Background: an optimization exercise with open tools, aiming at a short achievable clock period and few clock cycles. Do not read the settings as production practice.
At most, simulation tests tie the RTL to the original design; equivalence was not proved.
Power figures rest on the tool's default switching activity, not on a simulated workload.

==> trial 25 <==
==> flow/design.v <==
module predecode(ibytes, icode, ifun, rA, rB, valC, need_regids, need_valC,
                 stat, srcA, useA, srcB, useB, dstE, dstM);
input  [79:0] ibytes;
output [3:0] icode, ifun, rA, rB;
output [63:0] valC;
output need_regids, need_valC;
output [2:0] stat;
output [3:0] srcA, srcB, dstE, dstM;
output useA, useB;
assign icode = ibytes[79:76];
assign ifun  = ibytes[75:72];
assign rA    = ibytes[71:68];
assign rB    = ibytes[67:64];
wire i_halt = icode == 4'h0;
wire i_rrm  = icode == 4'h2;
wire i_irm  = icode == 4'h3;
wire i_rmm  = icode == 4'h4;
wire i_mrm  = icode == 4'h5;
wire i_op   = icode == 4'h6;
wire i_jxx  = icode == 4'h7;
wire i_call = icode == 4'h8;
wire i_ret  = icode == 4'h9;
wire i_push = icode == 4'hA;
wire i_pop  = icode == 4'hB;
assign need_regids = i_rrm | i_irm | i_rmm | i_mrm | i_op | i_push | i_pop;
assign need_valC   = i_irm | i_rmm | i_mrm | i_jxx | i_call;
assign valC = need_regids ? ibytes[63:0] : ibytes[71:8];
assign stat = i_halt ? 3'd2 : (icode[3] & icode[2]) ? 3'd4 : 3'd1;
assign useA = i_rrm | i_rmm | i_op | i_push;
assign srcA = useA ? rA : 4'hF;
assign useB = i_op | i_rmm | i_mrm | i_push | i_pop | i_call | i_ret;
assign srcB = (i_op | i_rmm | i_mrm) ? rB : useB ? 4'h4 : 4'hF;
assign dstE = (i_rrm | i_irm | i_op) ? rB :
              (i_push | i_pop | i_call | i_ret) ? 4'h4 : 4'hF;
assign dstM = (i_mrm | i_pop) ? rA : 4'hF;
endmodule
module regfile(dstE, valE, dstM, valM, wen, srcA, valA, srcB, valB, clock);
input [3:0] dstE, dstM, srcA, srcB;
input [63:0] valE, valM;
input wen;
output [63:0] valA, valB;
input clock;
reg [64*15-1:0] r;
wire [64*16-1:0] rall = {64'b0, r};
integer i;
always @(posedge clock)
  for (i = 0; i < 15; i = i + 1)
    if (wen & (dstM == i))
      r[i*64 +: 64] <= valM;
    else if (wen & (dstE == i))
      r[i*64 +: 64] <= valE;
assign valA = rall[srcA*64 +: 64];
assign valB = rall[srcB*64 +: 64];
endmodule
module alu(aluA, aluB, cin, f_and, f_xor, arith, valE, of);
input [63:0] aluA, aluB;
input cin, f_and, f_xor, arith;
output [63:0] valE;
output of;
wire [63:0] sum = aluB + aluA + {63'b0, cin};
assign valE = f_and ? (aluB & aluA) : f_xor ? (aluB ^ aluA) : sum;
assign of = arith & (aluA[63] == aluB[63]) & (sum[63] != aluB[63]);
endmodule
module cond(ifun, zf, sf, of, Cnd);
input [3:0] ifun;
input zf, sf, of;
output Cnd;
assign Cnd =
    (ifun == 4'h0) |
    (ifun == 4'h1 & ((sf ^ of) | zf)) |
    (ifun == 4'h2 & (sf ^ of)) |
    (ifun == 4'h3 & zf) |
    (ifun == 4'h4 & ~zf) |
    (ifun == 4'h5 & ~(sf ^ of)) |
    (ifun == 4'h6 & ~(sf ^ of) & ~zf);
endmodule
module y86_pipe(clock, reset, imem_addr, imem_data, dmem_addr, dmem_wdata, dmem_we, dmem_rdata, W_stat);
    input clock;
    input reset;
    output [63:0] imem_addr;
    input [79:0] imem_data;
    output [63:0] dmem_addr;
    output [63:0] dmem_wdata;
    output dmem_we;
    input [63:0] dmem_rdata;
    output reg [2:0] W_stat;
    localparam RNONE = 4'hF;
    reg [63:0] F_pc;
    reg [63:0] ras0, ras1, ras2, ras3;
    reg [1:0]  ras_ptr;
    reg [2:0]  D_stat;
    reg        D_rrm, D_irm, D_rmm, D_mrm, D_op, D_jxx, D_call, D_ret, D_push, D_pop;
    reg [3:0]  D_ifun, D_srcA, D_srcB, D_dstE, D_dstM;
    reg        D_useA, D_useB;
    reg [63:0] D_valC, D_valP;
    reg [1:0]  D_rasptr;
    reg [2:0]  E_stat;
    reg [63:0] E_aluA, E_aluB, E_valA;
    reg        E_cin, E_and, E_xor, E_arith, E_setcc, E_jxx, E_cmov, E_load, E_store, E_popret, E_ret;
    reg [3:0]  E_ifun, E_dstE, E_dstM;
    reg [1:0]  E_rasptr;
    reg [63:0] CC_val;
    reg        CC_of;
    reg [63:0] M_valE, M_addr, M_wdata;
    reg        M_we, M_ret;
    reg [3:0]  M_dstE, M_dstM;
    reg [1:0]  M_rasptr;
    reg        ret_misp_q;
    reg [63:0] W_rettgt;
    reg [1:0]  W_rasptr;
    wire W_final = W_stat[1] | W_stat[2];
    wire [3:0]  f_icode, f_ifun, f_rA, f_rB, f_srcA, f_srcB, f_dstE, f_dstM;
    wire [63:0] f_valC;
    wire        need_regids, need_valC, f_useA, f_useB;
    wire [2:0]  f_stat;
    predecode pd(imem_data, f_icode, f_ifun, f_rA, f_rB, f_valC, need_regids, need_valC,
                 f_stat, f_srcA, f_useA, f_srcB, f_useB, f_dstE, f_dstM);
    wire f_jxx  = f_icode == 4'h7;
    wire f_call = f_icode == 4'h8;
    wire f_ret  = f_icode == 4'h9;
    wire [63:0] pc_p1  = F_pc + 64'd1;
    wire [63:0] pc_p2  = F_pc + 64'd2;
    wire [63:0] pc_p9  = F_pc + 64'd9;
    wire [63:0] pc_p10 = F_pc + 64'd10;
    wire [63:0] f_valP = need_valC ? (need_regids ? pc_p10 : pc_p9) : (need_regids ? pc_p2 : pc_p1);
    reg [63:0] ras_top;
    always @(*)
        case (ras_ptr)
            2'd0: ras_top = ras0;
            2'd1: ras_top = ras1;
            2'd2: ras_top = ras2;
            default: ras_top = ras3;
        endcase
    wire [63:0] f_pred = (f_jxx | f_call) ? imem_data[71:8] : f_ret ? ras_top : f_valP;
    wire [1:0]  f_rasptr = f_call ? ras_ptr + 2'd1 : f_ret ? ras_ptr - 2'd1 : ras_ptr;
    wire [63:0] e_valE;
    wire        e_of, e_cnd;
    alu alu(E_aluA, E_aluB, E_cin, E_and, E_xor, E_arith, e_valE, e_of);
    cond cond_check(E_ifun, CC_val == 64'b0, CC_val[63], CC_of, e_cnd);
    wire [3:0] e_dstE = (E_cmov & ~e_cnd) ? RNONE : E_dstE;
    wire e_misp = E_jxx & ~e_cnd;
    wire flush = e_misp | ret_misp_q;
    wire lu = E_load & ((D_useA & (E_dstM == D_srcA)) | (D_useB & (E_dstM == D_srcB)));
    wire stall = lu & ~flush;
    wire [63:0] rfA, rfB;
    regfile regf(M_dstE, M_valE, M_dstM, dmem_rdata, ~ret_misp_q, D_srcA, rfA, D_srcB, rfB, clock);
    wire [63:0] mA = (D_srcA == M_dstM) ? dmem_rdata : (D_srcA == M_dstE) ? M_valE : rfA;
    wire [63:0] mB = (D_srcB == M_dstM) ? dmem_rdata : (D_srcB == M_dstE) ? M_valE : rfB;
    wire eA = D_srcA == e_dstE;
    wire eB = D_srcB == e_dstE;
    wire [63:0] fwdA = eA ? e_valE : mA;
    wire [63:0] fwdB = eB ? e_valE : mB;
    wire d_sub = D_op & (D_ifun == 4'h1);
    wire [63:0] inv = {64{d_sub}};
    wire [63:0] d_aluA =
        (D_op | D_rrm) ? (fwdA ^ inv) :
        (D_irm | D_rmm | D_mrm) ? D_valC :
        (D_call | D_push) ? 64'hFFFFFFFFFFFFFFF8 :
        (D_ret | D_pop) ? 64'd8 : 64'd0;
    wire [63:0] d_aluB = (D_op | D_rmm | D_mrm | D_call | D_push | D_ret | D_pop) ? fwdB : 64'd0;
    wire [63:0] d_valA = (D_rmm | D_push) ? fwdA : D_ret ? D_valC : D_valP;
    always @(posedge clock) begin
        if (reset) F_pc <= 64'd0;
        else if (ret_misp_q) F_pc <= W_rettgt;
        else if (e_misp) F_pc <= E_valA;
        else if (!stall) F_pc <= f_pred;
        if (reset) ras_ptr <= 2'd0;
        else if (ret_misp_q) ras_ptr <= W_rasptr;
        else if (e_misp) ras_ptr <= E_rasptr;
        else if (!stall) ras_ptr <= f_rasptr;
        if (!reset & !flush & !stall & f_call)
            case (f_rasptr)
                2'd0: ras0 <= pc_p9;
                2'd1: ras1 <= pc_p9;
                2'd2: ras2 <= pc_p9;
                default: ras3 <= pc_p9;
            endcase
        if (reset | flush) begin
            D_stat <= 3'd0;
            {D_rrm, D_irm, D_rmm, D_mrm, D_op, D_jxx, D_call, D_ret, D_push, D_pop} <= 10'b0;
            D_useA <= 1'b0; D_useB <= 1'b0;
            D_srcA <= RNONE; D_srcB <= RNONE; D_dstE <= RNONE; D_dstM <= RNONE;
        end else if (!stall) begin
            D_stat <= f_stat;
            D_rrm <= f_icode == 4'h2; D_irm <= f_icode == 4'h3; D_rmm <= f_icode == 4'h4;
            D_mrm <= f_icode == 4'h5; D_op <= f_icode == 4'h6; D_jxx <= f_jxx;
            D_call <= f_call; D_ret <= f_ret; D_push <= f_icode == 4'hA; D_pop <= f_icode == 4'hB;
            D_useA <= f_useA; D_useB <= f_useB;
            D_srcA <= f_srcA; D_srcB <= f_srcB; D_dstE <= f_dstE; D_dstM <= f_dstM;
        end
        if (!stall) begin
            D_ifun <= f_ifun;
            D_valC <= f_ret ? ras_top : f_valC;
            D_valP <= f_valP;
            D_rasptr <= f_rasptr;
        end
        if (reset | flush | stall) begin
            E_stat <= 3'd0;
            {E_setcc, E_arith, E_and, E_xor, E_cin, E_jxx, E_cmov, E_load, E_store, E_popret, E_ret} <= 11'b0;
            E_dstE <= RNONE; E_dstM <= RNONE;
        end else begin
            E_stat <= D_stat;
            E_setcc <= D_op;
            E_arith <= D_op & ~D_ifun[1];
            E_and <= D_op & (D_ifun == 4'h2);
            E_xor <= D_op & (D_ifun == 4'h3);
            E_cin <= d_sub;
            E_jxx <= D_jxx;
            E_cmov <= D_rrm;
            E_load <= D_mrm | D_pop;
            E_store <= D_rmm | D_push | D_call;
            E_popret <= D_pop | D_ret;
            E_ret <= D_ret;
            E_dstE <= D_dstE; E_dstM <= D_dstM;
        end
        E_aluA <= d_aluA;
        E_aluB <= d_aluB;
        E_valA <= d_valA;
        E_ifun <= D_ifun;
        E_rasptr <= D_rasptr;
        if (reset) begin
            CC_val <= 64'd0; CC_of <= 1'b0;
        end else if (E_setcc & ~ret_misp_q) begin
            CC_val <= e_valE; CC_of <= e_of;
        end
        if (reset | ret_misp_q) begin
            M_we <= 1'b0; M_ret <= 1'b0;
            M_dstE <= RNONE; M_dstM <= RNONE;
        end else begin
            M_we <= E_store; M_ret <= E_ret;
            M_dstE <= e_dstE; M_dstM <= E_dstM;
        end
        M_valE <= e_valE;
        M_addr <= E_popret ? E_aluB : e_valE;
        M_wdata <= E_valA;
        M_rasptr <= E_rasptr;
        if (reset) ret_misp_q <= 1'b0;
        else ret_misp_q <= M_ret & ~ret_misp_q & (dmem_rdata != M_wdata);
        W_rettgt <= dmem_rdata;
        W_rasptr <= M_rasptr;
        if (reset) W_stat <= 3'd0;
        else if (!W_final)
            W_stat <= (ret_misp_q | (M_ret & (dmem_rdata != M_wdata))) ? 3'd0 : E_stat;
    end
    assign imem_addr = F_pc;
    assign dmem_addr = M_addr;
    assign dmem_wdata = M_wdata;
    assign dmem_we = M_we & ~ret_misp_q & ~W_final;
endmodule
==> flow/run.sh <==
#!/bin/bash
# synth_recipe.tcl (not shown) runs the flow's synth.tcl, then flattens the netlist and writes it again
# the make line also repeats each setting of config.mk as NAME=value (left out here)
make -C /OpenROAD-flow-scripts/flow DESIGN_CONFIG=/design/flow/config.mk WORK_HOME=/design/flow/orfs CLKGATE_MAP_FILE= SYNTH_SCRIPT=/design/flow/synth_recipe.tcl finish
==> flow/config.mk <==
export PLATFORM = sky130hd
export DESIGN_NAME = y86_pipe
export DESIGN_NICKNAME = y86_pipe
export VERILOG_FILES = /design/flow/design.v
export SDC_FILE = /design/flow/constraint.sdc
export NUM_CORES = 4
export LEC_CHECK = 0
export ABC_CLOCK_PERIOD_IN_PS = 2800
export CAP_MARGIN = 20
export CORE_MARGIN = 2
export CORE_UTILIZATION = 40
export SETUP_SLACK_MARGIN = 4.2
export SLEW_MARGIN = 20
==> flow/constraint.sdc <==
create_clock -name core_clock -period 7.0 [get_ports {clock}]
set_input_delay 1.4000 -clock core_clock [delete_from_list [all_inputs] [get_ports {clock}]]
set_output_delay 1.4000 -clock core_clock [all_outputs]
set_load 0.01 [all_outputs]
==> trial 70 (differences from trial 25) <==
==> flow/design.v, changed modules only <==
module alu(aluA, aluB, cin, f_and, f_xor, arith, valE, zf, of);
input [63:0] aluA, aluB;
input cin, f_and, f_xor, arith;
output [63:0] valE;
output zf, of;
wire [64:0] s65 = {aluB, 1'b1} + {aluA, cin};
wire [63:0] sum = s65[64:1];
wire [63:0] t = aluA ^ aluB;
wire [63:0] k = aluA | aluB;
wire zsum = ~|(t ^ {k[62:0], cin});
wire zand = ~|(aluA & aluB);
wire zxor = ~|t;
assign valE = f_and ? (aluB & aluA) : f_xor ? t : sum;
assign zf = f_and ? zand : f_xor ? zxor : zsum;
assign of = arith & (aluA[63] == aluB[63]) & (sum[63] != aluB[63]);
endmodule
module y86_pipe(clock, reset, imem_addr, imem_data, dmem_addr, dmem_wdata, dmem_we, dmem_rdata, W_stat);
    input clock;
    input reset;
    output [63:0] imem_addr;
    input [79:0] imem_data;
    output [63:0] dmem_addr;
    output [63:0] dmem_wdata;
    output dmem_we;
    input [63:0] dmem_rdata;
    output reg [2:0] W_stat;
    localparam RNONE = 4'hF;
    reg [63:0] F_pc;
    reg [63:0] ras0, ras1, ras2, ras3;
    reg [1:0]  ras_ptr;
    reg [2:0]  D_stat;
    reg        D_rrm, D_irm, D_rmm, D_mrm, D_op, D_jxx, D_call, D_ret, D_push, D_pop;
    reg [3:0]  D_ifun, D_srcA, D_srcB, D_dstE, D_dstM;
    reg        D_useA, D_useB;
    reg [63:0] D_valC, D_valP;
    reg [1:0]  D_rasptr;
    reg        D_ptk;               
    reg        D_kill;              
    reg [3:0]  D_bidx;              
    reg [2:0]  E_stat;
    reg [63:0] E_aluA, E_aluB, E_valA;
    reg        E_cin, E_and, E_xor, E_arith, E_setcc, E_jxx, E_cmov, E_load, E_store, E_popret, E_ret;
    reg [3:0]  E_ifun, E_dstE, E_dstM;
    reg [1:0]  E_rasptr;
    reg        E_ptk;
    reg [3:0]  E_bidx;
    reg [2:0]  CC;
    reg [63:0] M_valE, M_addr, M_wdata;
    reg        M_we, M_ret;
    reg        ret_misp_q;
    reg [63:0] W_rettgt;
    reg [1:0]  W_rasptr;
    reg [3:0]  M_dstE, M_dstM;
    reg [1:0]  M_rasptr;
    wire W_final = W_stat[1] | W_stat[2];
    wire [3:0]  f_icode, f_ifun, f_rA, f_rB, f_srcA, f_srcB, f_dstE, f_dstM;
    wire [63:0] f_valC;
    wire        need_regids, need_valC, f_useA, f_useB;
    wire [2:0]  f_stat;
    predecode pd(imem_data, f_icode, f_ifun, f_rA, f_rB, f_valC, need_regids, need_valC,
                 f_stat, f_srcA, f_useA, f_srcB, f_useB, f_dstE, f_dstM);
    wire f_jxx  = f_icode == 4'h7;
    wire f_call = f_icode == 4'h8;
    wire f_ret  = f_icode == 4'h9;
    wire [63:0] pc_p1  = F_pc + 64'd1;
    wire [63:0] pc_p2  = F_pc + 64'd2;
    wire [63:0] pc_p9  = F_pc + 64'd9;
    wire [63:0] pc_p10 = F_pc + 64'd10;
    wire [63:0] f_valP = need_valC ? (need_regids ? pc_p10 : pc_p9) : (need_regids ? pc_p2 : pc_p1);
    reg [63:0] ras_top;
    always @(*)
        case (ras_ptr)
            2'd0: ras_top = ras0;
            2'd1: ras_top = ras1;
            2'd2: ras_top = ras2;
            default: ras_top = ras3;
        endcase
    wire f_cnd;
    cond f_cond(f_ifun, CC[2], CC[1], CC[0], f_cnd);
    wire f_known = ~D_op & ~E_setcc;
    reg [31:0] bht;
    wire [3:0] f_bidx = F_pc[3:0];
    wire [1:0] bht_f = bht[f_bidx*2 +: 2];
    wire f_bht = bht_f[1];
    wire f_jtaken = f_known ? f_cnd : f_bht;
    wire [63:0] f_pred = ((f_jxx & f_jtaken) | f_call) ? imem_data[71:8] : f_ret ? ras_top : f_valP;
    wire [63:0] f_alt = (f_jxx & f_jtaken) ? f_valP : imem_data[71:8];
    wire [1:0]  f_rasptr = f_call ? ras_ptr + 2'd1 : f_ret ? ras_ptr - 2'd1 : ras_ptr;
    wire [63:0] e_valE;
    wire        e_zf, e_of, e_cnd;
    alu alu(E_aluA, E_aluB, E_cin, E_and, E_xor, E_arith, e_valE, e_zf, e_of);
    cond cond_check(E_ifun, CC[2], CC[1], CC[0], e_cnd);
    wire [3:0] e_dstE = (E_cmov & ~e_cnd) ? RNONE : E_dstE;
    wire e_misp = E_jxx & (e_cnd != E_ptk);
    wire d_zf = E_setcc ? e_zf : CC[2];
    wire d_cnd;
    cond d_cond(D_ifun, d_zf, CC[1], CC[0], d_cnd);
    wire d_resolve = D_jxx & ~D_kill & (~E_setcc | (D_ifun == 4'h0) | (D_ifun == 4'h3) | (D_ifun == 4'h4));
    wire d_misp = d_resolve & (d_cnd != D_ptk);
    wire ret_misp = M_ret & ~ret_misp_q & (dmem_rdata != M_wdata);
    wire flush = e_misp | ret_misp_q;
    wire lu = E_load & ((D_useA & (E_dstM == D_srcA)) | (D_useB & (E_dstM == D_srcB)));
    wire stall = lu & ~flush;
    wire [63:0] rfA, rfB;
    regfile regf(M_dstE, M_valE, M_dstM, dmem_rdata, 1'b1, D_srcA, rfA, D_srcB, rfB, clock);
    wire [63:0] mA = (D_srcA == M_dstM) ? dmem_rdata : (D_srcA == M_dstE) ? M_valE : rfA;
    wire [63:0] mB = (D_srcB == M_dstM) ? dmem_rdata : (D_srcB == M_dstE) ? M_valE : rfB;
    wire eA = D_srcA == e_dstE;
    wire eB = D_srcB == e_dstE;
    wire [63:0] fwdA = eA ? e_valE : mA;
    wire [63:0] fwdB = eB ? e_valE : mB;
    wire d_sub = D_op & (D_ifun == 4'h1);
    wire [63:0] inv = {64{d_sub}};
    wire [63:0] d_aluA =
        (D_op | D_rrm) ? (fwdA ^ inv) :
        (D_irm | D_rmm | D_mrm) ? D_valC :
        (D_call | D_push) ? 64'hFFFFFFFFFFFFFFF8 :
        (D_ret | D_pop) ? 64'd8 : 64'd0;
    wire [63:0] d_aluB = (D_op | D_rmm | D_mrm | D_call | D_push | D_ret | D_pop) ? fwdB : 64'd0;
    wire [63:0] d_valA = (D_rmm | D_push) ? fwdA : D_ret ? D_valC : D_valP;
    function [1:0] ctr_next(input [1:0] c, input t);
        ctr_next = t ? ((c == 2'b11) ? c : c + 2'b01) : ((c == 2'b00) ? c : c - 2'b01);
    endfunction
    always @(posedge clock) begin
        if (reset) F_pc <= 64'd0;
        else if (ret_misp_q) F_pc <= W_rettgt;
        else if (e_misp) F_pc <= E_valA;
        else if (d_misp) F_pc <= D_valP;
        else if (!stall) F_pc <= f_pred;
        if (reset) ras_ptr <= 2'd0;
        else if (ret_misp_q) ras_ptr <= W_rasptr;
        else if (e_misp) ras_ptr <= E_rasptr;
        else if (d_misp) ras_ptr <= D_rasptr;
        else if (!stall) ras_ptr <= f_rasptr;
        if (f_call)
            case (f_rasptr)
                2'd0: ras0 <= pc_p9;
                2'd1: ras1 <= pc_p9;
                2'd2: ras2 <= pc_p9;
                default: ras3 <= pc_p9;
            endcase
        if (reset | flush) D_kill <= 1'b0;
        else if (!stall) D_kill <= d_misp;
        if (reset | flush) begin
            D_stat <= 3'd0;
            {D_rrm, D_irm, D_rmm, D_mrm, D_op, D_jxx, D_call, D_ret, D_push, D_pop} <= 10'b0;
            D_useA <= 1'b0; D_useB <= 1'b0;
            D_srcA <= RNONE; D_srcB <= RNONE; D_dstE <= RNONE; D_dstM <= RNONE;
        end else if (!stall) begin
            D_stat <= f_stat;
            D_rrm <= f_icode == 4'h2; D_irm <= f_icode == 4'h3; D_rmm <= f_icode == 4'h4;
            D_mrm <= f_icode == 4'h5; D_op <= f_icode == 4'h6; D_jxx <= f_jxx & ~f_known;
            D_call <= f_call; D_ret <= f_ret; D_push <= f_icode == 4'hA; D_pop <= f_icode == 4'hB;
            D_useA <= f_useA; D_useB <= f_useB;
            D_srcA <= f_srcA; D_srcB <= f_srcB; D_dstE <= f_dstE; D_dstM <= f_dstM;
        end
        if (!stall) begin
            D_ifun <= f_ifun;
            D_valC <= f_ret ? ras_top : f_valC;
            D_valP <= (f_jxx & ~f_call) ? f_alt : f_valP;
            D_ptk <= f_jtaken;
            D_bidx <= f_bidx;
            D_rasptr <= f_rasptr;
        end
        if (reset | flush | stall | D_kill) begin
            E_stat <= 3'd0;
            {E_setcc, E_arith, E_and, E_xor, E_cin, E_jxx, E_cmov, E_load, E_store, E_popret, E_ret} <= 11'b0;
            E_dstE <= RNONE; E_dstM <= RNONE;
        end else begin
            E_stat <= D_stat;
            E_setcc <= D_op;
            E_arith <= D_op & ~D_ifun[1];
            E_and <= D_op & (D_ifun == 4'h2);
            E_xor <= D_op & (D_ifun == 4'h3);
            E_cin <= d_sub;
            E_jxx <= D_jxx & ~d_resolve;
            E_cmov <= D_rrm;
            E_load <= D_mrm | D_pop;
            E_store <= D_rmm | D_push | D_call;
            E_popret <= D_pop | D_ret;
            E_ret <= D_ret;
            E_dstE <= D_dstE; E_dstM <= D_dstM;
        end
        E_aluA <= d_aluA;
        E_aluB <= d_aluB;
        E_valA <= d_valA;
        E_ifun <= D_ifun;
        E_rasptr <= D_rasptr;
        E_ptk <= D_ptk;
        E_bidx <= D_bidx;
        if (reset) bht <= {16{2'b10}};
        else begin
            if (E_jxx & ~ret_misp & ~ret_misp_q)
                bht[E_bidx*2 +: 2] <= ctr_next(bht[E_bidx*2 +: 2], e_cnd);
            if (d_resolve & ~flush)
                bht[D_bidx*2 +: 2] <= ctr_next(bht[D_bidx*2 +: 2], d_cnd);
        end
        if (reset) CC <= 3'b100;
        else if (E_setcc & ~ret_misp & ~ret_misp_q) CC <= {e_zf, e_valE[63], e_of};
        if (reset | ret_misp | ret_misp_q) begin
            M_we <= 1'b0; M_ret <= 1'b0;
            M_dstE <= RNONE; M_dstM <= RNONE;
        end else begin
            M_we <= E_store & ~W_final; M_ret <= E_ret;
            M_dstE <= e_dstE; M_dstM <= E_dstM;
        end
        M_valE <= e_valE;
        M_addr <= E_popret ? E_aluB : e_valE;
        M_wdata <= E_valA;
        M_rasptr <= E_rasptr;
        if (reset) W_stat <= 3'd0;
        else if (!W_final) W_stat <= (ret_misp | ret_misp_q) ? 3'd0 : E_stat;
        if (reset) ret_misp_q <= 1'b0;
        else ret_misp_q <= ret_misp;
        W_rettgt <= dmem_rdata;
        W_rasptr <= M_rasptr;
    end
    assign imem_addr = F_pc;
    assign dmem_addr = M_addr;
    assign dmem_wdata = M_wdata;
    assign dmem_we = M_we;
endmodule
--- a/flow/config.mk
+++ b/flow/config.mk
@@ -6,8 +6,7 @@
 export NUM_CORES = 4
 export LEC_CHECK = 0
-export ABC_CLOCK_PERIOD_IN_PS = 2800
 export CAP_MARGIN = 20
 export CORE_MARGIN = 2
 export CORE_UTILIZATION = 40
-export SETUP_SLACK_MARGIN = 4.2
+export SETUP_SLACK_MARGIN = 4.5
 export SLEW_MARGIN = 20
==> run summary <==
* Max clock buf depth at 4
* Post-synthesis sequential area ratio at 47.9%
* Layout fillers at 21900
* Logic inverters at 241
* Met3 Track Usage GR at 18.9%
* Synth top area share at 36.6%
* Run status: finished clean
* Post-cts resize count at 3882
* Mux share of post-synthesis cell area at 24.8%
* R2R depth at 14
* Comb group at 9.57 mW
* Nonclk buf count at 2048
* Max stage delay on crit path at 0.57 ns
* Vias post-DR at 102000
(the above is from trial 70)
==> run summary <==
* Mux share of post-synthesis cell area at 25.4%
* SO Viols: antenna violations
* Logic inverters at 73
* Synth top area share at 38.2%
* Post-cts resize count at 2654
* Layout fillers at 21900
* R2R depth at 17
* Final nets at 9612
* Initial antenna violation count at 23
* Clock network area share at 5.38%
* Max stage delay on crit path at 0.48 ns
* Post-route ant nets at 1
* Run status: complete, but fails checks
* Nonclk buf count at 1458
* Met3 Track Usage GR at 12.7%
(the above is from trial 25)
Testbench counts of trial 70, summed over its fixed seeds: cycles 49,423.
The RTL of trial 25 was laid out without a check of its function.

==> afterwards: timing with drivers on the ports <==
No port has a modelled driver above. Below, the same layouts with a new extraction and two added sets of constraints.
Step 1 sets driving cells, clkbuf_16 on the clock port and buf_2 on the other inputs (assumed; they add their load-dependent delay and slew).
Step 2 adds t to the input delays and takes it off the output delays; t is the mean of the earliest and latest rising clock arrival at the registers after step 1. Input paths then give back, and output paths get back, about the clock's delay inside the block.
a / b / c = ideal ports / drivers / drivers and shift; a / b = the first two.
| run | t, ns | setup WS [ns] | slew at the worst register clock pin (ns) | cell pins on the clock port's net |
|---|---|---|---|---|
| trial 25 | 0.971 | 3.169 / 3.169 / 2.827 | 0.07 / 0.07 | 1 |
| trial 70 | 1.032 | 2.996 / 2.996 / 2.202 | 0.07 / 0.07 | 1 |
The setup slack of trial 70, which loses most, moves by 0.000 ns with the drivers and by -0.794 ns with both steps.
